This design comes from an exercise in tuning for small area and a short achievable clock period on the open sky130 flow, not from production work.
RTL that was checked went through simulation tests only; none was proved equivalent to the original.
The RTL of run 3 was laid out without a check of its function.
No run shown here takes its clock network from TritonCTS; it comes from the design's own scripts or RTL.
The clock port is modelled as an ideal driver, which makes a skipped or thinned clock tree look cheaper than it is; a real chip needs a root buffer or a tree.
Power is estimated from default activity; no workload was simulated.

<file path="design.v">
module fifo(input clk, rstn, re, we_reg, sel, lfd,
	input [7:0] rdata,
	output vld, vo, full, sft,
	output [7:0] dout);
	reg [134:0] mem;         
	reg [15:0]  pos;         
	reg [3:0]   wptr;        
	reg         nempty, nfull;
	reg         vld_q;       
	reg [7:0]   data_out;
	reg [5:0]   cnt;         
	reg         cnt_zero;    
	reg [4:0]   tmo;         
	reg         sft_rst;
	reg         clr;         
	reg [8:0] head;
	integer k;
	always @(*) begin
		head = 9'd0;
		for (k = 0; k < 15; k = k + 1)
			head = head | ({9{pos[k]}} & mem[9*k +: 9]);
	end
	wire kill = ~rstn | sft_rst;
	wire wr = we_reg & sel & ~nfull & ~sft_rst;
	wire rd_ok = nempty & ~clr;
	always @(posedge clk)
		if (wr) mem <= {mem[125:0], lfd, rdata};
	wire [15:0] up = {pos[14:0], pos[15]};
	wire [15:0] dn = {pos[0], pos[15:1]};
	wire [15:0] pos_nr = wr ? up : pos;
	wire        ne_nr  = wr ? ~pos[14] : nempty;
	wire        nf_nr  = wr ? pos[13] & (wptr != 4'd14) : nfull;
	wire [15:0] pos_r  = rd_ok ? (wr ? pos : dn) : pos_nr;
	wire        ne_r   = rd_ok ? (wr | ~pos[0]) : ne_nr;
	wire        nf_r   = rd_ok ? (wr & pos[14] & (wptr != 4'd14)) : nf_nr;
	always @(posedge clk) begin
		if (kill) begin
			pos <= 16'h8000;
			wptr <= 4'd0;
			nempty <= 1'b0;
			vld_q <= 1'b0;
			nfull <= 1'b0;
		end else begin
			if (wr)
				wptr <= wptr + 4'd1;
			pos <= re ? pos_r : pos_nr;
			nempty <= re ? ne_r : ne_nr;
			vld_q <= re ? (rd_ok ? (wr | ~pos[0]) : (wr ? ~pos[14] : vld_q))
			            : (wr ? ~pos[14] : vld_q);
			nfull <= re ? nf_r : nf_nr;
		end
	end
	always @(posedge clk) begin
		if (kill | clr)
			data_out <= 8'd0;
		else if (re & nempty)
			data_out <= head[7:0];
	end
	always @(posedge clk)
		clr <= ~kill & ~clr & re & nempty & ~head[8] & (cnt_zero | (cnt == 6'd0)) & (|head[7:0]);
	wire [5:0] cnt_h = head[8] ? head[7:2] : (cnt_zero ? cnt : cnt - 6'd1);
	wire       cz_h  = head[8] ? 1'b0 : (cnt_zero | (cnt == 6'd0));
	always @(posedge clk) begin
		if (kill) begin
			cnt <= 6'd0;
			cnt_zero <= 1'b1;
		end else if (re & nempty) begin
			cnt <= cnt_h;
			cnt_zero <= cz_h;
		end
	end
	wire tmo_end = (tmo == 5'd8);
	always @(posedge clk) begin
		if (~rstn | ~nempty | re | tmo_end)
			tmo <= 5'd1;
		else
			tmo <= {tmo[3:0], tmo[4] ^ tmo[2]};
		sft_rst <= rstn & nempty & ~re & tmo_end;
	end
	assign vld = nempty;
	assign vo = vld_q;
	assign full = nfull;
	assign sft = sft_rst;
	assign dout = data_out;
endmodule
module router_top(input clk,rstn,re_0,re_1,re_2,pkt_valid,
	      input[7:0]data_in,
	      output vld_out_0,vld_out_1,vld_out_2,err,busy,
	      output[7:0]data_out_0,data_out_1,data_out_2);
reg st_da, st_lfd, st_wte, st_ld, st_ffs, st_lp, st_laf, st_cpe;
reg [1:0] addr_q;       
reg [1:0] dst;          
reg       lfd;          
reg [7:0] rdata;        
reg [7:0] fbyte;        
reg [7:0] par;          
reg       parity_done, low_pkt_valid, err_q;
wire [2:0] sft;
wire [2:0] vld;
wire [2:0] vo;
wire [2:0] full;
wire fifo_full = (dst == 2'd0) ? full[0] : (dst == 2'd1) ? full[1] : (dst == 2'd2) ? full[2] : 1'b0;
wire we_reg = st_ld | st_lp | st_laf;
wire rst_all = ~rstn | (|sft);
wire hdr_ok = pkt_valid & ~(data_in[1] & data_in[0]);
wire hdr_empty = (data_in[1:0] == 2'd0) ? ~vld[0] : (data_in[1:0] == 2'd1) ? ~vld[1] : ~vld[2];
wire wait_empty = (addr_q == 2'd0) ? ~vld[0] : (addr_q == 2'd1) ? ~vld[1] : (addr_q == 2'd2) ? ~vld[2] : 1'b0;
wire da_n  = (st_da & ~hdr_ok) | (st_laf & parity_done) | (st_cpe & ~fifo_full);
wire lfd_n = (st_da & hdr_ok & hdr_empty) | (st_wte & wait_empty);
wire wte_n = (st_da & hdr_ok & ~hdr_empty) | (st_wte & ~wait_empty);
wire ld_n  = st_lfd | (st_ld & ~fifo_full & pkt_valid) | (st_laf & ~parity_done & ~low_pkt_valid);
wire ffs_n = fifo_full & (st_ld | st_ffs | st_cpe);
wire lp_n  = (st_ld & ~fifo_full & ~pkt_valid) | (st_laf & ~parity_done & low_pkt_valid);
reg busy_q;              
always @(posedge clk) begin
	if (rst_all) begin
		st_da <= 1'b1; st_lfd <= 1'b0; st_wte <= 1'b0; st_ld <= 1'b0;
		st_ffs <= 1'b0; st_lp <= 1'b0; st_laf <= 1'b0; st_cpe <= 1'b0;
		busy_q <= 1'b0;
	end else begin
		st_da  <= da_n;
		st_lfd <= lfd_n;
		st_wte <= wte_n;
		st_ld  <= ld_n;
		st_ffs <= ffs_n;
		st_lp  <= lp_n;
		st_laf <= st_ffs & ~fifo_full;
		st_cpe <= st_lp;
		busy_q <= ~(da_n | ld_n);
	end
end
assign busy = busy_q;
always @(posedge clk) begin
	if (~rstn) begin
		addr_q <= 2'd0;
		dst <= 2'd0;
		lfd <= 1'b0;
	end else begin
		addr_q <= data_in[1:0];
		if (st_da) dst <= data_in[1:0];
		lfd <= st_lfd;
	end
end
always @(posedge clk) begin
	if (~rstn) begin
		rdata <= 8'd0;
		fbyte <= 8'd0;
		par <= 8'd0;
		parity_done <= 1'b0;
		low_pkt_valid <= 1'b0;
		err_q <= 1'b0;
	end else begin
		if (st_da | (st_ld & ~fifo_full))
			rdata <= data_in;
		else if (st_laf)
			rdata <= fbyte;
		if (fifo_full)
			fbyte <= data_in;
		if (st_da)
			par <= data_in;
		else if (st_ld)
			par <= par ^ data_in;
		if (st_da)
			parity_done <= 1'b0;
		else if ((st_laf & low_pkt_valid & ~parity_done) | (st_ld & ~fifo_full & ~pkt_valid))
			parity_done <= 1'b1;
		if (st_cpe)
			low_pkt_valid <= 1'b0;
		else if (st_ld & ~pkt_valid)
			low_pkt_valid <= 1'b1;
		if (st_cpe)
			err_q <= |par;
	end
end
assign err = err_q;
fifo q0(.clk(clk), .rstn(rstn), .re(re_0), .we_reg(we_reg), .sel(dst == 2'd0), .lfd(lfd),
	.rdata(rdata), .vld(vld[0]), .vo(vo[0]), .full(full[0]), .sft(sft[0]), .dout(data_out_0));
fifo q1(.clk(clk), .rstn(rstn), .re(re_1), .we_reg(we_reg), .sel(dst == 2'd1), .lfd(lfd),
	.rdata(rdata), .vld(vld[1]), .vo(vo[1]), .full(full[1]), .sft(sft[1]), .dout(data_out_1));
fifo q2(.clk(clk), .rstn(rstn), .re(re_2), .we_reg(we_reg), .sel(dst == 2'd2), .lfd(lfd),
	.rdata(rdata), .vld(vld[2]), .vo(vo[2]), .full(full[2]), .sft(sft[2]), .dout(data_out_2));
assign vld_out_0 = vo[0];
assign vld_out_1 = vo[1];
assign vld_out_2 = vo[2];
endmodule
</file>
<file path="flow/run.sh">
#!/bin/bash
# The standard layout, except that the clock tree is built by flow/manual_cts.tcl:
# the clock port drives four root buffers, each driving the leaf buffers of
# about 28 flip-flops apiece. Each tool's output goes to its own log here.
set -euo pipefail
export PRE_CTS_TCL="$PWD/flow/pre_cts.tcl"
export MCTS_PER=28
export MCTS_ROOTS=4
bash standard.sh > standard.log 2>&1
</file>
<file path="flow/manual_cts.tcl">
# Two-level clock tree: the clock port drives one root buffer, which drives
# one leaf buffer per cluster of about 28 flip-flops (k-means on position).
proc mcts_build {} {
  set block [ord::get_db_block]
  set db [ord::get_db]
  set clk [$block findNet clk]
  set master [$db findMaster sky130_fd_sc_hd__clkbuf_16]
  set sinks {}
  foreach it [$clk getITerms] {
    if {[$it isInputSignal] || [[$it getMTerm] getSigType] eq "CLOCK" || [[$it getMTerm] getName] eq "CLK"} {
      set inst [$it getInst]
      set b [$inst getBBox]
      lappend sinks [list $it [expr {([$b xMin]+[$b xMax])/2.0}] [expr {([$b yMin]+[$b yMax])/2.0}]]
    }
  }
  set n [llength $sinks]
  set per $::env(MCTS_PER)
  set k [expr {int(ceil(double($n)/$per))}]
  # k-means, seeded along a serpentine order
  set sorted [lsort -real -index 2 $sinks]
  set cx {}; set cy {}
  for {set i 0} {$i < $k} {incr i} {
    set s [lindex $sorted [expr {int(($i + 0.5) * $n / $k)}]]
    lappend cx [lindex $s 1]; lappend cy [lindex $s 2]
  }
  set cap [expr {int(ceil(double($n)/$k * 1.15))}]
  for {set iter 0} {$iter < 30} {incr iter} {
    # capacity-limited assignment: sinks in order of their best distance
    set pairs {}
    set si 0
    foreach s $sinks {
      set x [lindex $s 1]; set y [lindex $s 2]
      for {set c 0} {$c < $k} {incr c} {
        set d [expr {abs($x - [lindex $cx $c]) + abs($y - [lindex $cy $c])}]
        lappend pairs [list $d $si $c]
      }
      incr si
    }
    set pairs [lsort -real -index 0 $pairs]
    set assign [lrepeat $n -1]
    set cnt [lrepeat $k 0]
    foreach p $pairs {
      lassign $p d si c
      if {[lindex $assign $si] >= 0} continue
      if {[lindex $cnt $c] >= $cap} continue
      lset assign $si $c
      lset cnt $c [expr {[lindex $cnt $c] + 1}]
    }
    set sx [lrepeat $k 0.0]; set sy [lrepeat $k 0.0]
    for {set si 0} {$si < $n} {incr si} {
      set c [lindex $assign $si]
      lset sx $c [expr {[lindex $sx $c] + [lindex $sinks $si 1]}]
      lset sy $c [expr {[lindex $sy $c] + [lindex $sinks $si 2]}]
    }
    for {set c 0} {$c < $k} {incr c} {
      if {[lindex $cnt $c] > 0} {
        lset cx $c [expr {[lindex $sx $c] / [lindex $cnt $c]}]
        lset cy $c [expr {[lindex $sy $c] / [lindex $cnt $c]}]
      }
    }
  }
  puts "MCTS: $n sinks, $k clusters, sizes $cnt"
  set xs [lsort -real $cx]; set ys [lsort -real $cy]
  set mxc [lindex $xs [expr {$k / 2}]]; set myc [lindex $ys [expr {$k / 2}]]
  set groups [dict create]
  for {set c 0} {$c < $k} {incr c} {
    set g [expr {([lindex $cx $c] >= $mxc ? 1 : 0) + ([lindex $cy $c] >= $myc ? 2 : 0)}]
    if {$::env(MCTS_ROOTS) == 1} { set g 0 }
    dict lappend groups $g $c
  }
  set leaves [lrepeat $k {}]
  foreach g [dict keys $groups] {
    set cl [dict get $groups $g]
    set rx 0.0; set ry 0.0
    foreach c $cl { set rx [expr {$rx + [lindex $cx $c]}]; set ry [expr {$ry + [lindex $cy $c]}] }
    set rx [expr {int($rx / [llength $cl])}]; set ry [expr {int($ry / [llength $cl])}]
    set root [odb::dbInst_create $block $master clkbuf_root_$g]
    $root setLocation $rx $ry
    $root setPlacementStatus PLACED
    set rnet [odb::dbNet_create $block clknet_root_$g]
    $rnet setSigType CLOCK
    [$root findITerm A] connect $clk
    [$root findITerm X] connect $rnet
    foreach c $cl {
      set leaf [odb::dbInst_create $block $master clkbuf_leaf_$c]
      $leaf setLocation [expr {int([lindex $cx $c])}] [expr {int([lindex $cy $c])}]
      $leaf setPlacementStatus PLACED
      set lnet [odb::dbNet_create $block clknet_leaf_$c]
      $lnet setSigType CLOCK
      [$leaf findITerm A] connect $rnet
      [$leaf findITerm X] connect $lnet
      lset leaves $c $lnet
    }
  }
  for {set si 0} {$si < $n} {incr si} {
    set it [lindex $sinks $si 0]
    $it disconnect
    $it connect [lindex $leaves [lindex $assign $si]]
  }
  $clk setSigType CLOCK
}
</file>
<file path="flow/pre_cts.tcl">
# Runs before ORFS's clock tree synthesis step: builds the clock tree by hand
# (manual_cts.tcl) and turns clock_tree_synthesis into a no-op for this step.
source [file join [file dirname [info script]] manual_cts.tcl]
mcts_build
set_propagated_clock [all_clocks]
proc clock_tree_synthesis {args} { puts "clock tree already built by manual_cts.tcl" }
</file>
<file path="standard.sh">
#!/bin/bash
# synth_recipe.tcl (not shown) runs the flow's synth.tcl, then flattens the netlist and writes it again
# the make line also repeats each setting of config.mk as NAME=value (left out here)
make -C /OpenROAD-flow-scripts/flow DESIGN_CONFIG=/design/flow/config.mk WORK_HOME=/design/flow/orfs CLKGATE_MAP_FILE= SYNTH_SCRIPT=/design/flow/synth_recipe.tcl "${@:-finish}"
</file>
<file path="config.mk">
export PLATFORM = sky130hd
export DESIGN_NAME = router_top
export DESIGN_NICKNAME = router_top
export VERILOG_FILES = /design/flow/design.v
export SDC_FILE = /design/flow/constraint.sdc
export NUM_CORES = 4
export LEC_CHECK = 0
export CAP_MARGIN = 0
export CORE_MARGIN = 2
export CORE_UTILIZATION = 60
export SETUP_SLACK_MARGIN = 3.1
export SLEW_MARGIN = 0
</file>
<file path="constraint.sdc">
create_clock -name core_clock -period 5.0 [get_ports {clk}]
set_input_delay 1.0000 -clock core_clock [delete_from_list [all_inputs] [get_ports {clk}]]
set_output_delay 1.0000 -clock core_clock [all_outputs]
set_load 0.01 [all_outputs]
</file>
==> results of run 1 <==
## placed cells by master (no fill, tap or decap), types with 6 or more instances in the layout
cell / synthesis / final
nor2_2: 2 / 6
edfxtp_1: 405 / 405
buf_4: 1 / 53
nand3b_1: 16 / 16
clkdlybuf4s50_1: 0 / 6
o211a_1: 8 / 8
clkbuf_16: 0 / 26
buf_6: 4 / 10
ha_1: 12 / 12
a21oi_1: 61 / 58
mux2i_1: 35 / 35
o21ai_0: 31 / 30
nor3_1: 32 / 18
inv_1: 14 / 14
xor2_1: 6 / 6
nor2_1: 76 / 70
nor3_2: 1 / 9
a32o_1: 15 / 15
nor3_4: 2 / 8
nand2_1: 128 / 123
a22oi_1: 205 / 200
nor2b_1: 18 / 15
and2_1: 23 / 19
nand3_1: 29 / 29
a21boi_0: 7 / 7
dfxtp_1: 176 / 99
dfxtp_4: 0 / 10
nor4_1: 7 / 6
dfxtp_2: 0 / 67
nand4_1: 18 / 18
a222oi_1: 25 / 25
xnor2_1: 6 / 6
nand2b_1: 11 / 7
a211oi_1: 31 / 29
buf_2: 10 / 28
buf_12: 0 / 14
## synthesized netlist by cell type, drive strengths merged, types with 5 or more instances
| cell type | number | share of area [%] |
|---|---|---|
| edfxtp | 405 | 56 |
| a22oi | 205 | 7.0 |
| dfxtp | 176 | 16 |
| nand2 | 128 | 2.2 |
| nor2 | 79 | 1.4 |
| clkbuf | 77 | 1.3 |
| a21oi | 62 | 1.4 |
| mux2i | 35 | 1.6 |
| nor3 | 35 | 0.93 |
| o21ai | 35 | 0.80 |
| a211oi | 31 | 1.1 |
| nand3 | 29 | 0.66 |
| a222oi | 25 | 1.1 |
| and2 | 23 | 0.66 |
| buf | 20 | 0.55 |
| nand4 | 18 | 0.51 |
| nor2b | 18 | 0.51 |
| inv | 17 | 0.29 |
| nand3b | 16 | 0.55 |
| a32o | 15 | 0.69 |
| ha | 12 | 0.69 |
| nand2b | 11 | 0.31 |
| or3 | 9 | 0.28 |
| a21boi | 8 | 0.29 |
| nor4 | 8 | 0.30 |
| o211a | 8 | 0.37 |
| xnor2 | 6 | 0.24 |
| xor2 | 6 | 0.24 |
| a221oi | 5 | 0.20 |
| and4 | 5 | 0.20 |
## power by group through the flow
stage / clock [µW] / combinational [µW] / sequential [µW]
2_1_floorplan: 0 / 172 / 5350
3_3_place_gp: 0 / 225 / 5400
3_5_place_dp: 0 / 229 / 5400
4_1_cts: 2260 / 296 / 5290
5_1_grt: 2400 / 339 / 5300
6_report: 2200 / 315 / 5290
## registers in the layout, summed over array words and instances, names as in the netlist, 4 cells and up
name         flops
fbyte            8
q0.tmo           5
q1.data_out      8
q0.cnt           6
q1.tmo           5
q0.wptr          4
q0.pos          16
q2.cnt           6
q1.cnt           6
q2.pos          16
par              8
q1.wptr          4
rdata            8
q1.pos          16
q2.wptr          4
q2.mem         135
q0.mem         135
q2.data_out      8
q2.tmo           5
q1.mem         135
q0.data_out      8
## worst max-delay path by stage
stage	start	end	slack, ns	cells past startpoint
3_5_place_dp	rstn	q2.cnt[1]	1.46	5
3_3_place_gp	rstn	q0.cnt[5]	1.54	5
5_1_grt	dst[0]	q0.nfull	3.03	6
4_1_cts	q2.pos[4]	q2.cnt[1]	3.08	5
2_1_floorplan	re_0	q0.pos[8]	2.80	6
6_report	rstn	busy_q	3.11	8
## logic make-up after synthesis
family	after synthesis
flops	581
compound gates	422
simple gates	397
buf+inv	114
mux	38
xor+xnor	12
fa+ha+maj	12
## stage by stage
step | instances | hold WS [ns]
5_1_grt | 2093 | 0.438
4_1_cts | 2070 | 0.430
2_1_floorplan | 1576 | 0.409
6_report | 2094 | 0.428
3_3_place_gp | 1985 | 0.418
3_5_place_dp | 1985 | 0.428
## cell type report
| type | count | area (µm²) | area share (%) |
|---|---|---|---|
| Timing Repair Buffer | 117 | 1100 | 4.50 |
| Sequential cell | 581 | 15800 | 64.5 |
| Tap cell | 461 | 577 | 2.35 |
| Timing Repair inverter | 11 | 146 | 0.597 |
| Multi-Input combinational cell | 881 | 6120 | 25.0 |
| Antenna cell | 1 | 2.50 | 0.0102 |
| Buffer | 25 | 626 | 2.55 |
| Inverter | 17 | 133 | 0.541 |
## timing repair
action                     in CTS  in global routing
setup buffers                  46                 23
resized for setup             300                 40
pin swaps                      16                 16
cloned                         14                  0
setup endpoints to repair     609                166
## per-layer routing
layer | share of wire [%] | up-vias | GRT usage [%] | routed length, µm
li1 | - | 6227 | - | -
met5 | 0 | - | 0 | 0
met1 | 42 | 6949 | 39.5 | 22000
met2 | 47 | 602 | 44.7 | 25000
met4 | 2.5 | 0 | 5.48 | 1320
met3 | 8.4 | 69 | 3.77 | 4420
==> out/qor.yml, run 1 <==
critical_path:
  crit_fanout: 8
  r2r_slack_ns: 3.12
  reg2reg_depth: 4
  r2r-start: "dst[0]"
  critPathSlowestCell: "or3_4"
  worstPathArrival_ns: 2.16
  start_kind: "input port"
  path_cells: "buf_12 > buf_12 > nand2b_4 > buf_12 > or3_4 > a21oi_2 > o221ai_2 > nor2_1"
  crit_path_max_incr_delay_ns: 0.39
  crit_buf_inv: 3
  cp-end-kind: "flip-flop"
  critPathMostFrequentCell: "buf_12"
  worst-endpoint-required_ns: 5.27
  critPathKind: "input port to flip-flop"
  rr_endpoint: "q0.mem[125]"
  critPathTopFamily: "simple AND/OR/NAND/NOR gates"
pwr:
  pwr-share-comb_pct: 4.0
  total_power_uw: 7810
  p_leak_uw: 0.00817
  ir_drop_mv: 0.244
  powerDensity_nw_per_um2: 318
  p_clk_share_pct: 28.2
  p_sw_uw: 1570
  swShare_pct: 20.1
  seqPwrFrac_pct: 67.7
  p_int_uw: 6240
logic_synthesis:
  synth_xor_xnor_area_share_pct: 0.480
  synth_nets: 1602
  synth_edf_count: 405
  synthCells: 1576
  yosysWarnings: 2
  yosys.area_share.simple_pct: 9.20
  avgSynthCellArea_um2: 13.9
  synth_seq_cells: 581
  synth_cell_types: 65
  yosysSeqAreaShare_pct: 71.7
  synthArstFlopShare_pct: 0
  synth_flop_cell: "edfxtp_1"
  synth_adder_area_share_pct: 0.686
  muxShareOfSynthArea_pct: 1.76
  syn_area_um2: 21900
  synth_top_family_by_area: "compound AO/OA/AOI/OAI gates"
  synth_compound_gate_area_share_pct: 14.0
finish:
  nFillCells: 2529
  post_route_cells_drive_above_1_share_pct: 19.1
  fin_util_pct: 68.6
  stdcell_area_um2: 24500
  nets: 1660
  syn_to_final_growth_pct: 12.0
floorplan:
  fp.dieW_um: 195
  chipHeight_um: 195
  ioPinCount: 43
  dieArea_um2: 38000
  core_um2: 35700
  initial_core_util_pct: 61.2
  std_cell_rows: 69
sta:
  post-route-period-util_pct: 37.9
  worst_pin_slew_ns: 0.635
  finalHoldViolations: 0
  clock.fmax_mhz: 528
  period_needed_ns: 1.89
  slew_viol_final: 0
  slew_headroom_pct: 57.6
  fin_ws_ns: 3.11
  setup_violations: 0
  setup-tns-final_ns: 0
  rsz0062_at_grt: "true"
  skew_ns: 0.0600
status:
  status: "complete, no violations"
grt:
  grt_start_max_net_pins: 73
  grt_pass1_wl_um: 79800
  grt_overflow: 0
  grt_pass1_vias: 13268
  grt_usage_pct: 27.3
  antenna_found_initial: 2
hold_path:
  whs_endpoint: "q1.mem[64]"
  hold_class: "flip-flop to flip-flop"
  holdPathStages: 0
  min_from: "q1.mem[55]"
detailed_routing:
  postRouteAntennaNets: 0
  post-route-drc-count: 0
  routedWlPerCell_um: 25.2
  drtPass1Iterations: 6
  wirelength_um: 52700
  vias: 13847
  viasPerCell: 6.61
  drt_iter0_drc: 1675
clock_tree:
  clk_latency_ns: 0.37
  clkTransAtPathRegs_ns: 0.11
  hold_buffers: 0
job:
  drv_cap: 0
placement:
  dp.final_hpwl_um: 30800
  portBuffers: 42
  place_area_um2: 22700
  dp_slack_ns: 1.46
  place_congestion: 0.845
==> inputs of run 2 (changes only) <==
==> flow/run.sh (replaced) <==
#!/bin/bash
# The standard layout, except that the clock tree is built by flow/manual_cts.tcl:
# the clock port drives four root buffers, each driving the leaf buffers of
# about 22 flip-flops apiece. Each tool's output goes to its own log here.
set -euo pipefail
export PRE_CTS_TCL="$PWD/flow/pre_cts.tcl"
export MCTS_PER=22
export MCTS_ROOTS=4
bash standard.sh > standard.log 2>&1
==> run 2 against run 1 <==
Compared with the run above:
- still clean on timing, DRC and antenna
- area after synthesis is the same
- power grew 3.4%
- largest power group unchanged
- clock power grew 12%
- largest cell class unchanged
==> out/qor.yml, run 2 <==
finish:
  syn_to_final_growth_pct: 13.6  # was 12.0%
  nFillCells: 2478  # was 2529
  stdcell_area_um2: 24800  # was 24500 µm²
  final_common_cell: "edfxtp_1"  # unchanged
  biggestRegsByFlops: "q0.mem x135, q1.mem x135, q2.mem x135"  # unchanged
  nets: 1662  # was 1660
  final_cell_mix: "edfxtp_1, a22oi_1, nand2_1"  # unchanged
  post_route_cells_drive_above_1_share_pct: 21.4  # was 19.1%
detailed_routing:
  viasPerCell: 6.66  # was 6.61
  drt_iter0_drc: 1812  # was 1675
  drtPass1Iterations: 5  # was 6
  vias: 13975  # was 13847
  post-route-drc-count: 0  # unchanged
  wirelength_um: 53200  # was 52700 µm
  routedWlPerCell_um: 25.4  # was 25.2 µm
  postRouteAntennaNets: 0  # unchanged
sta:
  setup-tns-final_ns: 0  # unchanged
  period_needed_ns: 2.02  # was 1.89 ns
  worst_pin_slew_ns: 0.665  # was 0.635 ns
  slew_headroom_pct: 55.6  # was 57.6%
  finalHoldViolations: 0  # unchanged
  fin_ws_ns: 2.98  # was 3.11 ns
  setup_violations: 0  # unchanged
  slew_viol_final: 0  # unchanged
  rsz0062_at_grt: "true"  # unchanged
  whs_ns: 0.427  # was 0.428 ns
  clock.fmax_mhz: 495  # was 528 MHz
  skew_ns: 0.0558  # was 0.0600 ns
  post-route-period-util_pct: 40.4  # was 37.9%
grt:
  grt_pass1_vias: 13401  # was 13268
  grt_pass1_wl_um: 80100  # was 79800 µm
  grt_start_max_net_pins: 73  # unchanged
  grt_usage_pct: 27.4  # was 27.3%
  antenna_found_initial: 1  # was 2
  grt_overflow: 0  # unchanged
logic_synthesis:
  synthCells: 1576  # unchanged
  avgSynthCellArea_um2: 13.9  # unchanged
  synthTopCellsByCount: "edfxtp_1, a22oi_1, dfxtp_1"  # unchanged
  syn_area_um2: 21900  # unchanged
  yosysWarnings: 2  # unchanged
  yosys.area.top_type: "edfxtp_1"  # unchanged
  yosysSeqAreaShare_pct: 71.7  # unchanged
  synth_flop_cell: "edfxtp_1"  # unchanged
  yosysTopAreaCellShare_pct: 55.6  # unchanged
  synth_nets: 1602  # unchanged
  synth_cell_types: 65  # unchanged
  synth_area_leaders: "edfxtp_1, dfxtp_1, a22oi_1"  # unchanged
  synthArstFlopShare_pct: 0  # unchanged
  synth_seq_cells: 581  # unchanged
  synth_edf_count: 405  # unchanged
  synth_most_common_cell: "edfxtp_1"  # unchanged
critical_path:
  worst-endpoint-required_ns: 5.24  # was 5.27 ns
  worstPathArrival_ns: 2.27  # was 2.16 ns
  start_kind: "flip-flop"  # was input port
  cp-end-kind: "flip-flop"  # unchanged
  critPathKind: "flip-flop to flip-flop"  # was input port to flip-flop
  reg2reg_depth: 9  # was 4
  crit_fanout: 8  # unchanged
pwr:
  powerDensity_nw_per_um2: 325  # was 318 nW/µm²
  ir_drop_mv: 0.252  # was 0.244 mV
  p_leak_uw: 0.00826  # was 0.00817 µW
  total_power_uw: 8070  # was 7810 µW
job:
  drv_cap: 0  # unchanged
clock_tree:
  hold_buffers: 0  # unchanged
  clk_latency_ns: 0.38  # was 0.37 ns
  clkTransAtPathRegs_ns: 0.09  # was 0.11 ns
status:
  status: "complete, no violations"  # unchanged
hold_path:
  hold_class: "flip-flop to flip-flop"  # unchanged
  holdPathStages: 0  # unchanged
placement:
  portBuffers: 42  # unchanged
  dp.final_hpwl_um: 30800  # unchanged
  place_area_um2: 22700  # unchanged
  dp_slack_ns: 1.46  # unchanged
  place_congestion: 0.845  # unchanged
floorplan:
  ioPinCount: 43  # unchanged
  initial_core_util_pct: 61.2  # unchanged
  dieArea_um2: 38000  # unchanged
  fp.dieW_um: 195  # unchanged
  std_cell_rows: 69  # unchanged
  chipHeight_um: 195  # unchanged
  core_um2: 35700  # unchanged
==> run 2: cell counts after synthesis <==
Identical to the previous run, type by type.
==> run 2: report_power, final <==
part / internal [µW] / leakage (µW) / switching [µW]
Sequential: 5200 / 0.00513 / 89.2
Combinational: 136 / 0.00275 / 183
Clock: 1110 / 0.000382 / 1350
Total: 6450 / 0.00826 / 1620
==> run 2: per-layer routing <==
| metal | routed length [µm] | GRT usage (%) |
|---|---|---|
| met5 | 0 | 0 |
| met2 | 24800 | 43.5 |
| met3 | 4430 | 3.83 |
| met4 | 1400 | 7.80 |
| met1 | 22500 | 39.9 |
==> run 2: cell type report <==
type | count | area, µm² | share of cell area (%)
timing repair inverter | 8 | 110 | 0.443
buffer | 31 | 776 | 3.12
tap | 461 | 577 | 2.32
inverter | 17 | 113 | 0.453
multi-input combinational | 881 | 6290 | 25.3
timing repair buffer | 116 | 1170 | 4.70
antenna | 2 | 5.00 | 0.0201
sequential | 581 | 15800 | 63.6
==> run 2: cells by family after synthesis <==
group / synth area share (%)
fa+ha+maj: 0.686
compound gates: 14.0
mux: 1.76
simple gates: 9.20
buf+inv: 2.17
xor+xnor: 0.480
flops: 71.7
==> run 2: final timing paths <==
check | slack [ns] | from | endpoint
worst max-delay path | 2.98 | dst[0] | q2.pos[5]
worst min-delay path | 0.43 | q0.mem[54] | q0.mem[63]
worst max register to register | 2.98 | dst[0] | q2.pos[5]
worst min register to register | 0.43 | q0.mem[54] | q0.mem[63]
==> run 2: what timing repair did <==
action                     4_1_cts  5_1_grt
buffers inserted                51       15
setup endpoints to repair      609      202
cloned                          12        1
resized for setup              282      107
pin swaps                       17       35
==> run 2: critical path, stage by stage (launching register included) <==
cell and delay [ns]:
dfxtp_4 0.37, buf_12 0.13, buf_8 0.12, or4b_4 0.52
nor3_4 0.23, buf_12 0.16, nor2_4 0.05, clkbuf_16 0.19
nand2_2 0.08, a21oi_1 0.07
==> run 2: through the flow <==
step                cells  utilization [%]
detailed placement   1985             63.4
global placement     1985             63.4
floorplan            1576                -
finish               2097             69.5
global route         2095             69.5
CTS                  2079             68.1
==> inputs of run 3 (changes only) <==
--- a/design.v
+++ b/design.v
@@ -5,7 +5,7 @@
 	reg [134:0] mem;         
 	reg [15:0]  pos;         
 	reg [3:0]   wptr;        
-	reg         nempty, nfull;
+	reg         nfull;
 	reg         vld_q;       
 	reg [7:0]   data_out;
 	reg [5:0]   cnt;         
@@ -20,6 +20,7 @@
 		for (k = 0; k < 15; k = k + 1)
 			head = head | ({9{pos[k]}} & mem[9*k +: 9]);
 	end
+	wire nempty = ~pos[15];
 	wire kill = ~rstn | sft_rst;
 	wire wr = we_reg & sel & ~nfull & ~sft_rst;
 	wire rd_ok = nempty & ~clr;
@@ -28,23 +29,19 @@
 	wire [15:0] up = {pos[14:0], pos[15]};
 	wire [15:0] dn = {pos[0], pos[15:1]};
 	wire [15:0] pos_nr = wr ? up : pos;
-	wire        ne_nr  = wr ? ~pos[14] : nempty;
 	wire        nf_nr  = wr ? pos[13] & (wptr != 4'd14) : nfull;
 	wire [15:0] pos_r  = rd_ok ? (wr ? pos : dn) : pos_nr;
-	wire        ne_r   = rd_ok ? (wr | ~pos[0]) : ne_nr;
 	wire        nf_r   = rd_ok ? (wr & pos[14] & (wptr != 4'd14)) : nf_nr;
 	always @(posedge clk) begin
 		if (kill) begin
 			pos <= 16'h8000;
 			wptr <= 4'd0;
-			nempty <= 1'b0;
 			vld_q <= 1'b0;
 			nfull <= 1'b0;
 		end else begin
 			if (wr)
 				wptr <= wptr + 4'd1;
 			pos <= re ? pos_r : pos_nr;
-			nempty <= re ? ne_r : ne_nr;
 			vld_q <= re ? (rd_ok ? (wr | ~pos[0]) : (wr ? ~pos[14] : vld_q))
 			            : (wr ? ~pos[14] : vld_q);
 			nfull <= re ? nf_r : nf_nr;
@@ -71,7 +68,7 @@
 	end
 	wire tmo_end = (tmo == 5'd8);
 	always @(posedge clk) begin
-		if (~rstn | ~nempty | re | tmo_end)
+		if (~nempty | re | tmo_end)
 			tmo <= 5'd1;
 		else
 			tmo <= {tmo[3:0], tmo[4] ^ tmo[2]};
@@ -131,15 +128,14 @@
 end
 assign busy = busy_q;
 always @(posedge clk) begin
-	if (~rstn) begin
-		addr_q <= 2'd0;
+	addr_q <= data_in[1:0];
+	lfd <= st_lfd;
+end
+always @(posedge clk) begin
+	if (~rstn)
 		dst <= 2'd0;
-		lfd <= 1'b0;
-	end else begin
-		addr_q <= data_in[1:0];
-		if (st_da) dst <= data_in[1:0];
-		lfd <= st_lfd;
-	end
+	else if (st_da)
+		dst <= data_in[1:0];
 end
 always @(posedge clk) begin
 	if (~rstn) begin
==> flow/run.sh (replaced) <==
#!/bin/bash
# The standard layout, except that the clock tree is built by flow/manual_cts.tcl:
# the clock port drives four root buffers, each driving the leaf buffers of
# about 28 flip-flops apiece. Each tool's output goes to its own log here.
set -euo pipefail
export PRE_CTS_TCL="$PWD/flow/pre_cts.tcl"
export MCTS_PER=28
export MCTS_ROOTS=4
bash standard.sh > standard.log 2>&1
==> run 3 against run 2 <==
Compared with the run above:
- still clean on timing, DRC and antenna
- combinational power fell by 13%
- sequential power fell by 0.9%
- die area shrank 0.78%
- fmax up 5.4%
- synthesized cell count down 2.2%
- via count fell by 2.0%
- clock skew is 0.0066 ns higher
- area after synthesis is 0.80% lower
- design area is 0.71% lower
==> out/qor.yml, run 3 <==
logic_synthesis:
  synthTopCellsByCount: "edfxtp_1, a22oi_1, dfxtp_1"  # unchanged
  yosysWarnings: 2  # unchanged
  synth_cell_types: 62  # was 65
  synth_most_common_cell: "edfxtp_1"  # unchanged
  synthArstFlopShare_pct: 0  # unchanged
  syn_area_um2: 21700  # was 21900 µm²
  synth_nets: 1567  # was 1602
  synth_seq_cells: 578  # was 581
  synth_area_leaders: "edfxtp_1, dfxtp_1, a22oi_1"  # unchanged
  yosysSeqAreaShare_pct: 72.0  # was 71.7%
  synth_edf_count: 405  # unchanged
  yosys.area.top_type: "edfxtp_1"  # unchanged
  synthCells: 1541  # was 1576
  avgSynthCellArea_um2: 14.1  # was 13.9 µm²
  yosysTopAreaCellShare_pct: 56.0  # was 55.6%
  synth_flop_cell: "edfxtp_1"  # unchanged
detailed_routing:
  postRouteAntennaNets: 0  # unchanged
  vias: 13692  # was 13975
  drtPass1Iterations: 6  # was 5
  routedWlPerCell_um: 24.8  # was 25.4 µm
  viasPerCell: 6.60  # was 6.66
  post-route-drc-count: 0  # unchanged
  drt_iter0_drc: 1643  # was 1812
  wirelength_um: 51500  # was 53200 µm
pwr:
  seqPwrFrac_pct: 67.9  # was 65.5%
  pwr-share-comb_pct: 3.6  # was 4.0%
  p_leak_uw: 0.00818  # was 0.00826 µW
  ir_drop_mv: 0.293  # was 0.252 mV
  powerDensity_nw_per_um2: 313  # was 325 nW/µm²
  p_int_uw: 6190  # was 6450 µW
  total_power_uw: 7710  # was 8070 µW
  swShare_pct: 19.7  # was 20.1%
  p_clk_share_pct: 28.5  # was 30.5%
  p_sw_uw: 1520  # was 1620 µW
placement:
  dp.final_hpwl_um: 30200  # was 30800 µm
  dp_slack_ns: 1.58  # was 1.46 ns
  place_congestion: 0.827  # was 0.845
  place_inst: 1964  # was 1985
  portBuffers: 42  # unchanged
sta:
  post-route-period-util_pct: 38.4  # was 40.4%
  fin_ws_ns: 3.08  # was 2.98 ns
  slew_viol_final: 0  # unchanged
  setup_violations: 0  # unchanged
  skew_ns: 0.0624  # was 0.0558 ns
  slew_headroom_pct: 55.2  # was 55.6%
  setup-tns-final_ns: 0  # unchanged
  rsz0062_at_grt: "true"  # unchanged
  whs_ns: 0.370  # was 0.427 ns
  finalHoldViolations: 0  # unchanged
  worst_pin_slew_ns: 0.671  # was 0.665 ns
  period_needed_ns: 1.92  # was 2.02 ns
  clock.fmax_mhz: 522  # was 495 MHz
floorplan:
  ioPinCount: 43  # unchanged
  initial_core_util_pct: 61.0  # was 61.2%
  fp.dieW_um: 194  # was 195 µm
  core_um2: 35600  # was 35700 µm²
  std_cell_rows: 69  # unchanged
  dieArea_um2: 37700  # was 38000 µm²
  chipHeight_um: 194  # was 195 µm
grt:
  grt_pass1_vias: 12959  # was 13401
  grt_overflow: 0  # unchanged
  grt_usage_pct: 26.1  # was 27.4%
  grt_pass1_wl_um: 76900  # was 80100 µm
  grt_start_max_net_pins: 62  # was 73
  antenna_found_initial: 0  # was 1
finish:
  post_route_cells_drive_above_1_share_pct: 20.6  # was 21.4%
  multiInputGateArea_um2: 6040  # was 6290 µm²
  nets: 1642  # was 1662
  biggestRegsByFlops: "q0.mem x135, q1.mem x135, q2.mem x135"  # unchanged
  final_cell_mix: "edfxtp_1, a22oi_1, nand2_1"  # unchanged
  nFillCells: 2422  # was 2478
  stdcell_count: 2076  # was 2097
  area.sequential_um2: 15800  # about the same
  final_common_cell: "edfxtp_1"  # unchanged
  syn_to_final_growth_pct: 13.7  # was 13.6%
critical_path:
  worstPathArrival_ns: 1.97  # was 2.27 ns
  cp-end-kind: "flip-flop"  # unchanged
  crit_fanout: 39  # was 8
  critPathKind: "flip-flop to flip-flop"  # unchanged
  start_kind: "flip-flop"  # unchanged
  worst-endpoint-required_ns: 5.05  # was 5.24 ns
clock_tree:
  hold_buffers: 0  # unchanged
  clk_latency_ns: 0.38  # about the same
  clkTransAtPathRegs_ns: 0.11  # was 0.09 ns
status:
  status: "complete, no violations"  # unchanged
hold_path:
  hold_class: "flip-flop to flip-flop"  # unchanged
job:
  drv_cap: 0  # unchanged
run 3: power groups by stage:
| stage | clock network, µW | logic, µW | registers (µW) |
|---|---|---|---|
| 2_1_floorplan | 0 | 148 | 5310 |
| 3_3_place_gp | 0 | 200 | 5350 |
| 3_5_place_dp | 0 | 205 | 5350 |
| 4_1_cts | 2250 | 248 | 5240 |
| 5_1_grt | 2410 | 298 | 5250 |
| 6_report | 2200 | 276 | 5240 |
run 3: metrics by stage:
stage	util, %	cell area (µm²)
6_report	69.4	24700
5_1_grt	69.4	24700
4_1_cts	67.7	24100
3_5_place_dp	63.3	22500
3_3_place_gp	63.3	22500
2_1_floorplan	-	21900
run 3: routing by layer:
metal	GRT usage (%)	up-vias	wire length, µm
li1	-	6154	-
met1	38.0	6875	21400
met2	42.6	580	24500
met3	2.64	83	4030
met4	7.15	0	1600
met5	0	-	0
run 3: timing repair:
item,in CTS,in global routing
buffers inserted,47,22
gates resized for setup,274,78
gates cloned,12,5
pin swaps,24,31
endpoints found under the setup margin,581,236
run 3: final timing paths:
path | start | slack (ns) | depth (start not counted) | end
worst max-delay path | dst[0] | 3.08 | 5 | q2.mem[92]
worst min-delay path | st_lfd | 0.37 | 0 | lfd
worst max register to register | dst[0] | 3.08 | 5 | q2.mem[92]
worst min register to register | st_lfd | 0.37 | 0 | lfd
run 3: cells by family after synthesis:
family          after synthesis  synth area share [%]
fa+ha+maj                    12                 0.692
mux                          39                  1.81
buf+inv                     108                  2.13
flops                       578                  72.0
compound gates              411                  13.9
simple gates                381                  9.01
xor+xnor                     12                 0.484
run 3: cell type report:
| class | count | share of cell area, % |
|---|---|---|
| Sequential cell | 578 | 63.9 |
| Multi-Input combinational cell | 858 | 24.5 |
| Timing Repair Buffer | 137 | 6.52 |
| Buffer | 25 | 2.54 |
| Tap cell | 461 | 2.34 |
| Inverter | 16 | 0.243 |
| Antenna cell | 1 | 0.0101 |
run 3: worst max-delay path, stage by stage, from the launching register on:
cell and delay [ns]:
dfxtp_4 0.39, or4b_4 0.58, nor2_4 0.16, buf_12 0.15
buf_12 0.11, buf_16 0.20
==> inputs of run 4 (changes only) <==
--- a/design.v
+++ b/design.v
@@ -86,7 +86,8 @@
 	      output[7:0]data_out_0,data_out_1,data_out_2);
 reg st_da, st_lfd, st_wte, st_ld, st_ffs, st_lp, st_laf, st_cpe;
 reg [1:0] addr_q;       
-reg [1:0] dst;          
+reg [2:0] dsel;         
+reg       we_q;         
 reg       lfd;          
 reg [7:0] rdata;        
 reg [7:0] fbyte;        
@@ -96,8 +97,8 @@
 wire [2:0] vld;
 wire [2:0] vo;
 wire [2:0] full;
-wire fifo_full = (dst == 2'd0) ? full[0] : (dst == 2'd1) ? full[1] : (dst == 2'd2) ? full[2] : 1'b0;
-wire we_reg = st_ld | st_lp | st_laf;
+wire fifo_full = |(dsel & full);
+wire we_reg = we_q;
 wire rst_all = ~rstn | (|sft);
 wire hdr_ok = pkt_valid & ~(data_in[1] & data_in[0]);
 wire hdr_empty = (data_in[1:0] == 2'd0) ? ~vld[0] : (data_in[1:0] == 2'd1) ? ~vld[1] : ~vld[2];
@@ -114,6 +115,7 @@
 		st_da <= 1'b1; st_lfd <= 1'b0; st_wte <= 1'b0; st_ld <= 1'b0;
 		st_ffs <= 1'b0; st_lp <= 1'b0; st_laf <= 1'b0; st_cpe <= 1'b0;
 		busy_q <= 1'b0;
+		we_q <= 1'b0;
 	end else begin
 		st_da  <= da_n;
 		st_lfd <= lfd_n;
@@ -124,6 +126,7 @@
 		st_laf <= st_ffs & ~fifo_full;
 		st_cpe <= st_lp;
 		busy_q <= ~(da_n | ld_n);
+		we_q <= ld_n | lp_n | (st_ffs & ~fifo_full);
 	end
 end
 assign busy = busy_q;
@@ -133,9 +136,9 @@
 end
 always @(posedge clk) begin
 	if (~rstn)
-		dst <= 2'd0;
+		dsel <= 3'b001;
 	else if (st_da)
-		dst <= data_in[1:0];
+		dsel <= {data_in[1:0] == 2'd2, data_in[1:0] == 2'd1, data_in[1:0] == 2'd0};
 end
 always @(posedge clk) begin
 	if (~rstn) begin
@@ -169,11 +172,11 @@
 	end
 end
 assign err = err_q;
-fifo q0(.clk(clk), .rstn(rstn), .re(re_0), .we_reg(we_reg), .sel(dst == 2'd0), .lfd(lfd),
+fifo q0(.clk(clk), .rstn(rstn), .re(re_0), .we_reg(we_reg), .sel(dsel[0]), .lfd(lfd),
 	.rdata(rdata), .vld(vld[0]), .vo(vo[0]), .full(full[0]), .sft(sft[0]), .dout(data_out_0));
-fifo q1(.clk(clk), .rstn(rstn), .re(re_1), .we_reg(we_reg), .sel(dst == 2'd1), .lfd(lfd),
+fifo q1(.clk(clk), .rstn(rstn), .re(re_1), .we_reg(we_reg), .sel(dsel[1]), .lfd(lfd),
 	.rdata(rdata), .vld(vld[1]), .vo(vo[1]), .full(full[1]), .sft(sft[1]), .dout(data_out_1));
-fifo q2(.clk(clk), .rstn(rstn), .re(re_2), .we_reg(we_reg), .sel(dst == 2'd2), .lfd(lfd),
+fifo q2(.clk(clk), .rstn(rstn), .re(re_2), .we_reg(we_reg), .sel(dsel[2]), .lfd(lfd),
 	.rdata(rdata), .vld(vld[2]), .vo(vo[2]), .full(full[2]), .sft(sft[2]), .dout(data_out_2));
 assign vld_out_0 = vo[0];
 assign vld_out_1 = vo[1];
--- a/config.mk
+++ b/config.mk
@@ -8,5 +8,5 @@
 export CAP_MARGIN = 0
 export CORE_MARGIN = 2
 export CORE_UTILIZATION = 60
-export SETUP_SLACK_MARGIN = 3.1
+export SETUP_SLACK_MARGIN = 3.2
 export SLEW_MARGIN = 0
==> run 4 against run 3 <==
Compared with the run above:
- final cell count increased by 0.92%
- fmax increased by 3.6%
- combinational power decreased by 14%
- critical path depth fell by 4
- still clean
- utilization up 0.93 points
- clock power about the same
- worst hold slack better by 0.0018 ns
- sequential power barely moved
- wire length rose by 0.82%
- die area rose by 0.10%
- clock skew decreased by 0.017 ns
- first-iteration DRC count fell by 10%
==> out/qor.yml, run 4 <==
sta:
  finalHoldViolations: 0  # unchanged
  period_needed_ns: 1.85  # was 1.92 ns
  skew_ns: 0.0459  # was 0.0624 ns
  clock.fmax_mhz: 540  # was 522 MHz
  post-route-period-util_pct: 37.0  # was 38.4%
  rsz0062_at_grt: "true"  # unchanged
  setup-tns-final_ns: 0  # unchanged
  slew_headroom_pct: 39.8  # was 55.2%
  worst_pin_slew_ns: 0.901  # was 0.671 ns
  setup_violations: 0  # unchanged
  slew_viol_final: 0  # unchanged
grt:
  grt_pass1_vias: 13109  # was 12959
  antenna_found_initial: 3  # was 0
  grt_pass1_wl_um: 77600  # was 76900 µm
  grt_usage_pct: 26.4  # was 26.1%
  grt_overflow: 0  # unchanged
  grt_start_max_net_pins: 73  # was 62
floorplan:
  chipHeight_um: 194  # about the same
  core_um2: 35700  # was 35600 µm²
  fp.dieW_um: 194  # about the same
  ioPinCount: 43  # unchanged
  dieArea_um2: 37700  # about the same
  initial_core_util_pct: 60.9  # was 61.0%
  std_cell_rows: 69  # unchanged
pwr:
  p_sw_uw: 1500  # was 1520 µW
  p_leak_uw: 0.00840  # was 0.00818 µW
  ir_drop_mv: 0.233  # was 0.293 mV
  swShare_pct: 19.6  # was 19.7%
  pwr-share-comb_pct: 3.1  # was 3.6%
  total_power_uw: 7670  # was 7710 µW
  p_int_uw: 6170  # was 6190 µW
  p_clk_share_pct: 28.7  # was 28.5%
  powerDensity_nw_per_um2: 306  # was 313 nW/µm²
  seqPwrFrac_pct: 68.2  # was 67.9%
detailed_routing:
  post-route-drc-count: 0  # unchanged
  viasPerCell: 6.52  # was 6.60
  drtPass1Iterations: 7  # was 6
  drt_iter0_drc: 1476  # was 1643
  wirelength_um: 51900  # was 51500 µm
  vias: 13657  # was 13692
  postRouteAntennaNets: 0  # unchanged
  routedWlPerCell_um: 24.8  # about the same
critical_path:
  path_cells: "buf_6"  # was or4b_4 > nor2_4 > buf_12 > buf_12 > buf_16
  worstPathArrival_ns: 0.85  # was 1.97 ns
  crit_buf_inv: 1  # was 3
  start_kind: "flip-flop"  # unchanged
  critPathKind: "flip-flop to primary output"  # was flip-flop to flip-flop
  crit_path_max_incr_delay_ns: 0.37  # was 0.58 ns
  worst-endpoint-required_ns: 4.00  # was 5.05 ns
  critPathSlowestCell: "dfxtp_4"  # was or4b_4
  cp-end-kind: "primary output"  # was flip-flop
  crit_fanout: 1  # was 39
  critPathTopFamily: "flip-flops"  # was simple AND/OR/NAND/NOR gates
logic_synthesis:
  synth_top_family_by_area: "compound AO/OA/AOI/OAI gates"  # unchanged
  synth_compound_gate_area_share_pct: 14.1  # was 13.9%
  synthTopCellsByCount: "edfxtp_1, a22oi_1, dfxtp_1"  # unchanged
  yosysWarnings: 2  # unchanged
  yosys.area_share.simple_pct: 8.94  # was 9.01%
  synthCells: 1547  # was 1541
  synth_seq_cells: 580  # was 578
  synth_nets: 1573  # was 1567
  synth_cell_types: 58  # was 62
  synth_flop_cell: "edfxtp_1"  # unchanged
  avgSynthCellArea_um2: 14.0  # was 14.1 µm²
  synth_most_common_cell: "edfxtp_1"  # unchanged
  yosysTopAreaCellShare_pct: 56.0  # about the same
  yosysSeqAreaShare_pct: 72.1  # was 72.0%
  synth_adder_area_share_pct: 0.691  # was 0.692%
  syn_area_um2: 21700  # about the same
  synth_xor_xnor_area_share_pct: 0.363  # was 0.484%
  synth_edf_count: 405  # unchanged
  synth_area_leaders: "edfxtp_1, dfxtp_1, a22oi_1"  # unchanged
  yosys.area.top_type: "edfxtp_1"  # unchanged
  muxShareOfSynthArea_pct: 1.81  # about the same
  synthArstFlopShare_pct: 0  # unchanged
clock_tree:
  hold_buffers: 0  # unchanged
  clk_latency_ns: 0.36  # was 0.38 ns
  clkTransAtPathRegs_ns: 0.11  # about the same
finish:
  biggestRegsByFlops: "q0.mem x135, q1.mem x135, q2.mem x135"  # unchanged
  nets: 1661  # was 1642
  final_cell_mix: "edfxtp_1, a22oi_1, nand2_1"  # unchanged
  nFillCells: 2359  # was 2422
  final_common_cell: "edfxtp_1"  # unchanged
  syn_to_final_growth_pct: 15.4  # was 13.7%
  post_route_cells_drive_above_1_share_pct: 23.6  # was 20.6%
  stdcell_area_um2: 25100  # was 24700 µm²
placement:
  place_area_um2: 22800  # was 22500 µm²
  portBuffers: 42  # unchanged
  dp.final_hpwl_um: 30000  # was 30200 µm
  place_congestion: 0.853  # was 0.827
job:
  drv_cap: 0  # unchanged
status:
  status: "complete, no violations"  # unchanged
hold_path:
  hold_class: "flip-flop to flip-flop"  # unchanged
-- run 4: worst reg2reg max path, delay by kind of cell, from the launching register on --
family | cells | cell delay (ns)
and+or+nand+nor | 1 | 0.23
DFF | 1 | 0.46
muxes | 1 | 0.32
AOI/OAI and AO/OA | 3 | 0.68
-- run 4: path summary, 6_finish.rpt --
check	startpoint	to	slack (ns)	cells past startpoint
worst max register to register	q1.mem[8]	q1.cnt[1]	3.19	5
worst max-delay path	busy_q	busy	3.15	1
worst min register to register	st_lfd	lfd	0.37	0
worst min-delay path	st_lfd	lfd	0.37	0
-- run 4: logic make-up (layout without fill, tap and decap cells) --
group | Yosys count | in the layout
multiplexers | 39 | 39
buffers and inverters | 110 | 191
adder cells (fa/ha/maj) | 12 | 12
AND/OR/NAND/NOR | 383 | 388
AO/OA/AOI/OAI | 414 | 414
XOR/XNOR | 9 | 9
other | 0 | 1
flip-flops | 580 | 580
-- run 4: area by class of cell --
type	count	area, µm²	share of cell area [%]
Antenna cell	1	2.50	0.00998
Timing Repair inverter	8	115	0.459
Timing Repair Buffer	142	1390	5.54
Sequential cell	580	15800	63.2
Buffer	25	626	2.50
Tap cell	461	577	2.30
Multi-Input combinational cell	862	6370	25.4
Inverter	16	139	0.554
-- run 4: layer usage --
layer,wire length (µm),global-route usage [%]
met1,21500,37.0
met2,25400,44.2
met3,3520,3.23
met4,1460,7.09
met5,0,0
-- run 4: power groups by stage --
stage,Clock (µW),Sequential (µW),Combinational (µW)
2_1_floorplan,0,5310,142
3_3_place_gp,0,5350,180
3_5_place_dp,0,5350,184
4_1_cts,2250,5240,217
5_1_grt,2410,5240,259
6_report,2200,5230,238
-- run 4: what timing repair did --
action | CTS | global route
hold endpoints to repair | 0 | 0
cloned | 10 | 4
endpoints found under the setup margin | 319 | 112
pin swaps | 22 | 61
resized for setup | 312 | 85
setup buffers | 46 | 47
-- run 4: per-stage QoR --
step                util (%)  worst slack [ns]  hold slack [ns]  cells
floorplan                  -              3.01            0.331   1547
global placement        64.0              1.66            0.353   1962
finish                  70.3              3.15            0.372   2095
detailed placement      64.0              1.61            0.356   1962
CTS                     68.4              3.14            0.372   2043
global route            70.3              3.10            0.382   2095
==> inputs of run 5 (changes only) <==
--- a/config.mk
+++ b/config.mk
@@ -8,5 +8,5 @@
 export CAP_MARGIN = 0
 export CORE_MARGIN = 2
 export CORE_UTILIZATION = 60
-export SETUP_SLACK_MARGIN = 3.2
+export SETUP_SLACK_MARGIN = 3.1
 export SLEW_MARGIN = 0
==> run 5 against run 4 <==
Compared with the run above:
- power about the same
- clock power hardly changed
- worst hold slack got worse by 0.014 ns
- fmax fell by 1.3%
- register-to-register slack worse by 0.03 ns
- area after synthesis stayed put
- design area shrank 4.8%
- first-iteration DRC count decreased by 1.8%
- clock skew increased by 0.020 ns
==> out/qor.yml, run 5 <==
status:
  status: "complete, no violations"  # unchanged
detailed_routing:
  post-route-drc-count: 0  # unchanged
  viasPerCell: 6.66  # was 6.52
  wirelength_um: 50400  # was 51900 µm
  drt_iter0_drc: 1449  # was 1476
  vias: 13522  # was 13657
  postRouteAntennaNets: 0  # unchanged
  drtPass1Iterations: 20  # was 7
  routedWlPerCell_um: 24.8  # about the same
logic_synthesis:
  synth_seq_cells: 580  # unchanged
  synth_edf_count: 405  # unchanged
  synth_area_leaders: "edfxtp_1, dfxtp_1, a22oi_1"  # unchanged
  synth_most_common_cell: "edfxtp_1"  # unchanged
  yosysWarnings: 2  # unchanged
  synth_cell_types: 58  # unchanged
  synth_flop_cell: "edfxtp_1"  # unchanged
  synthTopCellsByCount: "edfxtp_1, a22oi_1, dfxtp_1"  # unchanged
  synth_nets: 1573  # unchanged
  yosysTopAreaCellShare_pct: 56.0  # unchanged
  avgSynthCellArea_um2: 14.0  # unchanged
  yosysSeqAreaShare_pct: 72.1  # unchanged
  syn_area_um2: 21700  # unchanged
  yosys.area.top_type: "edfxtp_1"  # unchanged
  synthArstFlopShare_pct: 0  # unchanged
  synthCells: 1547  # unchanged
pwr:
  p_leak_uw: 0.00795  # was 0.00840 µW
  powerDensity_nw_per_um2: 321  # was 306 nW/µm²
  p_int_uw: 6150  # was 6170 µW
  pwr-share-comb_pct: 2.6  # was 3.1%
  p_clk_share_pct: 29.0  # was 28.7%
  seqPwrFrac_pct: 68.4  # was 68.2%
  p_sw_uw: 1510  # was 1500 µW
  ir_drop_mv: 0.244  # was 0.233 mV
  swShare_pct: 19.7  # was 19.6%
floorplan:
  ioPinCount: 43  # unchanged
  initial_core_util_pct: 60.9  # unchanged
  dieArea_um2: 37700  # unchanged
  chipHeight_um: 194  # unchanged
  std_cell_rows: 69  # unchanged
  core_um2: 35700  # unchanged
  fp.dieW_um: 194  # unchanged
finish:
  final_cell_mix: "edfxtp_1, a22oi_1, nand2_1"  # unchanged
  nFillCells: 2502  # was 2359
  biggestRegsByFlops: "q0.mem x135, q1.mem x135, q2.mem x135"  # unchanged
  multiInputGateArea_um2: 6040  # was 6370 µm²
  area.sequential_um2: 15800  # about the same
  nets: 1597  # was 1661
  fin_util_pct: 66.9  # was 70.3%
  post_route_cells_drive_above_1_share_pct: 16.6  # was 23.6%
  syn_to_final_growth_pct: 9.81  # was 15.4%
  final_common_cell: "edfxtp_1"  # unchanged
critical_path:
  cp-end-kind: "flip-flop"  # was primary output
  worst-endpoint-required_ns: 5.28  # was 4.00 ns
  worstPathArrival_ns: 2.15  # was 0.85 ns
  critPathKind: "input port to flip-flop"  # was flip-flop to primary output
  crit_fanout: 7  # was 1
  start_kind: "input port"  # was flip-flop
placement:
  dp.final_hpwl_um: 29500  # was 30000 µm
  portBuffers: 42  # unchanged
  dp_slack_ns: 1.42  # was 1.61 ns
  place_congestion: 0.847  # was 0.853
sta:
  setup_violations: 0  # unchanged
  post-route-period-util_pct: 37.5  # was 37.0%
  fin_ws_ns: 3.13  # was 3.15 ns
  finalHoldViolations: 0  # unchanged
  period_needed_ns: 1.87  # was 1.85 ns
  worst_pin_slew_ns: 0.849  # was 0.901 ns
  whs_ns: 0.358  # was 0.372 ns
  rsz0062_at_grt: "true"  # unchanged
  slew_viol_final: 0  # unchanged
  setup-tns-final_ns: 0  # unchanged
  skew_ns: 0.0657  # was 0.0459 ns
  clock.fmax_mhz: 533  # was 540 MHz
  slew_headroom_pct: 43.3  # was 39.8%
grt:
  grt_start_max_net_pins: 73  # unchanged
  grt_usage_pct: 26.2  # was 26.4%
  grt_pass1_vias: 12869  # was 13109
  grt_overflow: 0  # unchanged
  antenna_found_initial: 1  # was 3
  grt_pass1_wl_um: 77000  # was 77600 µm
job:
  drv_cap: 0  # unchanged
hold_path:
  hold_class: "flip-flop to flip-flop"  # unchanged
clock_tree:
  clkTransAtPathRegs_ns: 0.11  # about the same
  clk_latency_ns: 0.37  # was 0.36 ns
  hold_buffers: 0  # unchanged
[run 5: cell families after synthesis]
kind of cell	Yosys count	share of synthesized area (%)
buffers and inverters	110	2.04
xor gates and xnor gates	9	0.363
adders and majority gates	12	0.691
muxes	39	1.81
AOI/OAI and AO/OA	414	14.1
DFF	580	72.1
and+or+nand+nor	383	8.94
[run 5: worst paths after layout]
kind	start	slack (ns)	cells after the start	to
hold reg to reg	st_lfd	0.36	0	lfd
hold / removal	st_lfd	0.36	0	lfd
setup reg to reg	q2.pos[0]	3.16	6	q2.cnt[1]
setup / recovery	re_0	3.13	6	q0.vld_q
[run 5: routing by layer]
layer | share of wire (%) | vias up | track usage [%]
met1 | 42 | 6804 | 38.1
li1 | - | 6048 | -
met3 | 7.5 | 73 | 1.94
met5 | 0 | - | 0
met2 | 48 | 597 | 43.6
met4 | 2.8 | 0 | 6.64
[run 5: area by class of cell]
cell class	instances	share of cell area (%)
plain buffers	25	2.62
flip-flops and latches	580	66.1
inverters	16	0.582
repair buffers	83	2.59
well taps	461	2.42
multi-input cells	859	25.3
repair inverters	6	0.425
diodes	1	0.0105
[run 5: worst max-delay path: stages]
cell and delay (ns):
buf_2 0.16, nor3b_4 0.33, nor2_4 0.13, buf_4 0.18, a21oi_1 0.15, a21boi_0 0.21
[run 5: timing repair]
| item | CTS | global route |
|---|---|---|
| buffers inserted | 24 | 13 |
| cloned | 6 | 2 |
| resized for setup | 252 | 34 |
| pin swaps | 12 | 11 |
| endpoints found under the setup margin | 321 | 74 |
[run 5: power by group through the flow]
stage / registers, µW / logic [µW] / clock network [µW]
6_report: 5240 / 199 / 2220
4_1_cts: 5240 / 188 / 2270
3_3_place_gp: 5350 / 173 / 0
5_1_grt: 5250 / 218 / 2420
2_1_floorplan: 5310 / 133 / 0
3_5_place_dp: 5350 / 176 / 0
[run 5: per-stage QoR]
step	total power [µW]	cells	area [µm²]
floorplan	5440	1547	22000
global placement	5520	1960	22500
detailed placement	5530	1960	22500
CTS	7700	2015	23600
global route	7890	2031	23900
finish	7660	2031	23900
==> inputs of run 6 (changes only) <==
--- a/design.v
+++ b/design.v
@@ -55,7 +55,7 @@
 	end
 	always @(posedge clk)
 		clr <= ~kill & ~clr & re & nempty & ~head[8] & (cnt_zero | (cnt == 6'd0)) & (|head[7:0]);
-	wire [5:0] cnt_h = head[8] ? head[7:2] : (cnt_zero ? cnt : cnt - 6'd1);
+	wire [5:0] cnt_h = head[8] ? head[7:2] : cnt - 6'd1;
 	wire       cz_h  = head[8] ? 1'b0 : (cnt_zero | (cnt == 6'd0));
 	always @(posedge clk) begin
 		if (kill) begin
--- a/config.mk
+++ b/config.mk
@@ -8,5 +8,5 @@
 export CAP_MARGIN = 0
 export CORE_MARGIN = 2
 export CORE_UTILIZATION = 60
-export SETUP_SLACK_MARGIN = 3.1
+export SETUP_SLACK_MARGIN = 3.15
 export SLEW_MARGIN = 0
==> run 6 against run 5 <==
Compared with the run above:
- still clean on timing, DRC and antenna
- final cell count increased by 1.0%
- worst hold slack improved by 0.041 ns
- first-iteration DRC count decreased by 6.4%
- utilization increased by 1.3 points
- register-to-register slack got worse by 0.02 ns
- clock power about the same
- via count decreased by 0.44%
- synthesized cell count decreased by 0.90%
- design area increased by 1.5%
- global-route usage decreased by 0.57 points
- sequential share of layout area decreased by 0.89 points
- critical path depth decreased by 1
- critical path type is now flip-flop to flip-flop
- critical endpoint is now q0.cnt[1]
==> out/qor.yml, run 6 <==
status:
  status: "complete, no violations"  # unchanged
placement:
  place_inst: 1951  # was 1960
  portBuffers: 42  # unchanged
  place_congestion: 0.804  # was 0.847
  dp_slack_ns: 1.68  # was 1.42 ns
  dp.final_hpwl_um: 28900  # was 29500 µm
clock_tree:
  clkTransAtPathRegs_ns: 0.11  # about the same
  clk_latency_ns: 0.37  # about the same
  hold_buffers: 0  # unchanged
sta:
  fin_ws_ns: 3.14  # was 3.13 ns
  period_needed_ns: 1.86  # was 1.87 ns
  setup_violations: 0  # unchanged
  post-route-period-util_pct: 37.2  # was 37.5%
  finalHoldViolations: 0  # unchanged
  slew_headroom_pct: 43.4  # was 43.3%
  whs_ns: 0.399  # was 0.358 ns
  skew_ns: 0.0436  # was 0.0657 ns
  rsz0062_at_grt: "true"  # unchanged
  clock.fmax_mhz: 538  # was 533 MHz
  worst_pin_slew_ns: 0.847  # was 0.849 ns
  slew_viol_final: 0  # unchanged
  setup-tns-final_ns: 0  # unchanged
finish:
  syn_to_final_growth_pct: 12.3  # was 9.81%
  final_cell_mix: "edfxtp_1, a22oi_1, nand2_1"  # unchanged
  nFillCells: 2494  # was 2502
  nets: 1619  # was 1597
  stdcell_count: 2052  # was 2031
  biggestRegsByFlops: "q0.mem x135, q1.mem x135, q2.mem x135"  # unchanged
  post_route_cells_drive_above_1_share_pct: 20.2  # was 16.6%
  final_common_cell: "edfxtp_1"  # unchanged
  diodes: 0  # was 1
floorplan:
  chipHeight_um: 194  # about the same
  fp.dieW_um: 194  # about the same
  ioPinCount: 43  # unchanged
  std_cell_rows: 69  # unchanged
  core_um2: 35500  # was 35700 µm²
  initial_core_util_pct: 60.8  # was 60.9%
  dieArea_um2: 37500  # was 37700 µm²
logic_synthesis:
  synthArstFlopShare_pct: 0  # unchanged
  avgSynthCellArea_um2: 14.1  # was 14.0 µm²
  synth_cell_types: 54  # was 58
  synth_flop_cell: "edfxtp_1"  # unchanged
  synth_edf_count: 405  # unchanged
  synthCells: 1533  # was 1547
  synthTopCellsByCount: "edfxtp_1, a22oi_1, dfxtp_1"  # unchanged
  yosysTopAreaCellShare_pct: 56.4  # was 56.0%
  yosysWarnings: 2  # unchanged
  synth_seq_cells: 580  # unchanged
  synth_nets: 1559  # was 1573
  synth_area_leaders: "edfxtp_1, dfxtp_1, a22oi_1"  # unchanged
  yosysSeqAreaShare_pct: 72.6  # was 72.1%
  synth_most_common_cell: "edfxtp_1"  # unchanged
  yosys.area.top_type: "edfxtp_1"  # unchanged
  syn_area_um2: 21600  # was 21700 µm²
pwr:
  p_sw_uw: 1530  # was 1510 µW
  p_leak_uw: 0.00819  # was 0.00795 µW
  p_int_uw: 6180  # was 6150 µW
  pwr-share-comb_pct: 3.0  # was 2.6%
  seqPwrFrac_pct: 68.1  # was 68.4%
  ir_drop_mv: 0.309  # was 0.244 mV
  total_power_uw: 7700  # was 7660 µW
  swShare_pct: 19.8  # was 19.7%
  powerDensity_nw_per_um2: 318  # was 321 nW/µm²
  p_clk_share_pct: 28.8  # was 29.0%
grt:
  grt_pass1_wl_um: 75900  # was 77000 µm
  grt_start_max_net_pins: 72  # was 73
  grt_usage_pct: 25.6  # was 26.2%
  grt_pass1_vias: 12879  # was 12869
  antenna_found_initial: 2  # was 1
  grt_overflow: 0  # unchanged
detailed_routing:
  vias: 13462  # was 13522
  wirelength_um: 49900  # was 50400 µm
  routedWlPerCell_um: 24.3  # was 24.8 µm
  drt_iter0_drc: 1356  # was 1449
  postRouteAntennaNets: 0  # unchanged
  post-route-drc-count: 0  # unchanged
  viasPerCell: 6.56  # was 6.66
  drtPass1Iterations: 7  # was 20
job:
  drv_cap: 0  # unchanged
critical_path:
  crit_fanout: 4  # was 7
  cp-end-kind: "flip-flop"  # unchanged
  worst-endpoint-required_ns: 5.28  # about the same
  worstPathArrival_ns: 2.14  # was 2.15 ns
  critPathKind: "flip-flop to flip-flop"  # was input port to flip-flop
  start_kind: "flip-flop"  # was input port
hold_path:
  hold_class: "flip-flop to flip-flop"  # unchanged
run 6: kinds of logic (layout without fill, tap and decap cells):
logic type / Yosys count / count (layout) / share of synthesized area [%]
flops: 580 / 580 / 72.6
compound gates: 416 / 416 / 14.0
simple gates: 374 / 377 / 8.67
buf+inv: 106 / 161 / 1.94
mux: 36 / 36 / 1.69
fa+ha+maj: 12 / 12 / 0.696
xor+xnor: 9 / 9 / 0.365
run 6: layout make-up:
| type | instances | area [µm²] | share of cell area (%) |
|---|---|---|---|
| plain buffers | 25 | 626 | 2.58 |
| inverters | 16 | 109 | 0.450 |
| multi-input cells | 850 | 6100 | 25.2 |
| flip-flops and latches | 580 | 15800 | 65.2 |
| well taps | 461 | 577 | 2.38 |
| repair buffers | 112 | 955 | 3.94 |
| repair inverters | 8 | 70.1 | 0.289 |
run 6: power by group through the flow:
stage	Clock, µW	Sequential [µW]	Combinational, µW
final	2220	5250	234
after floorplan	0	5310	157
after CTS	2260	5250	216
after global placement	0	5360	196
after global routing	2410	5260	258
after detailed placement	0	5360	201
run 6: metal layers:
layer | wire (µm) | track usage [%] | share of wire [%]
met1 | 21300 | 38.0 | 43
met2 | 23200 | 40.5 | 46
met5 | 11 | 0 | 0.022
met4 | 1690 | 7.97 | 3.4
met3 | 3760 | 2.67 | 7.5
run 6: what timing repair did:
action / 4_1_cts / 5_1_grt
pin swaps: 18 / 25
setup buffers: 27 / 38
gates cloned: 8 / 3
endpoints found under the hold margin: 0 / 0
gates resized for setup: 273 / 45
setup endpoints to repair: 411 / 82
run 6: metrics by stage:
step	utilization, %	cell area, µm²
floorplan	-	22100
global placement	63.7	22600
detailed placement	63.7	22600
CTS	66.9	23700
global route	68.2	24200
finish	68.2	24200
run 6: worst max-delay path: stages (launching register included):
cell and delay [ns]:
edfxtp_1 0.45, a222oi_1 0.36, nand3_2 0.23, or2_4 0.32
mux2_4 0.31, o21ai_2 0.10
run 6: final timing paths:
path | startpoint | endpoint | slack (ns) | cells past startpoint
worst min register to register | st_lfd | lfd | 0.40 | 0
worst max register to register | q0.mem[80] | q0.cnt[1] | 3.14 | 5
worst max-delay path | q0.mem[80] | q0.cnt[1] | 3.14 | 5
worst min-delay path | st_lfd | lfd | 0.40 | 0

-- what the ideal ports hide --
Ports are ideal in the flow. The routed layouts listed here were re-timed in OpenROAD. Step 1 (the two cells are an assumption about what drives the block):
set clk [get_ports {clk}]
set_driving_cell -lib_cell sky130_fd_sc_hd__clkbuf_16 $clk
set_driving_cell -lib_cell sky130_fd_sc_hd__buf_2 [delete_from_list [all_inputs] $clk]
Step 2 times the ports against the registers' clock, not the clock port: input delays grow and output delays shrink by t, the midpoint of the rising clock arrivals with the driver on. a / b / c = ideal ports / drivers / drivers and shift; a / b = the first two.
| run | t, ns | slack for setup (ns) | hold WS [ns] | cell pins on the clock port's net |
|---|---|---|---|---|
| run 1 | 0.459 | 3.106 / 3.012 / 2.703 | 0.428 / 0.428 / 0.428 | 4 |
| run 2 | 0.477 | 2.978 / 2.978 / 2.640 | 0.427 / 0.427 / 0.427 | 4 |
| run 3 | 0.457 | 3.083 / 3.022 / 2.696 | 0.370 / 0.370 / 0.370 | 4 |
| run 4 | 0.455 | 3.149 / 3.036 / 2.823 | 0.372 / 0.372 / 0.372 | 4 |
| run 5 | 0.452 | 3.125 / 3.026 / 2.765 | 0.358 / 0.358 / 0.358 | 4 |
| run 6 | 0.463 | 3.140 / 3.046 / 2.809 | 0.399 / 0.399 / 0.399 | 4 |
After both steps every run listed still meets setup and hold. For run 1, which loses most, drivers alone change the setup slack by -0.094 ns; drivers and shift together by -0.403 ns.
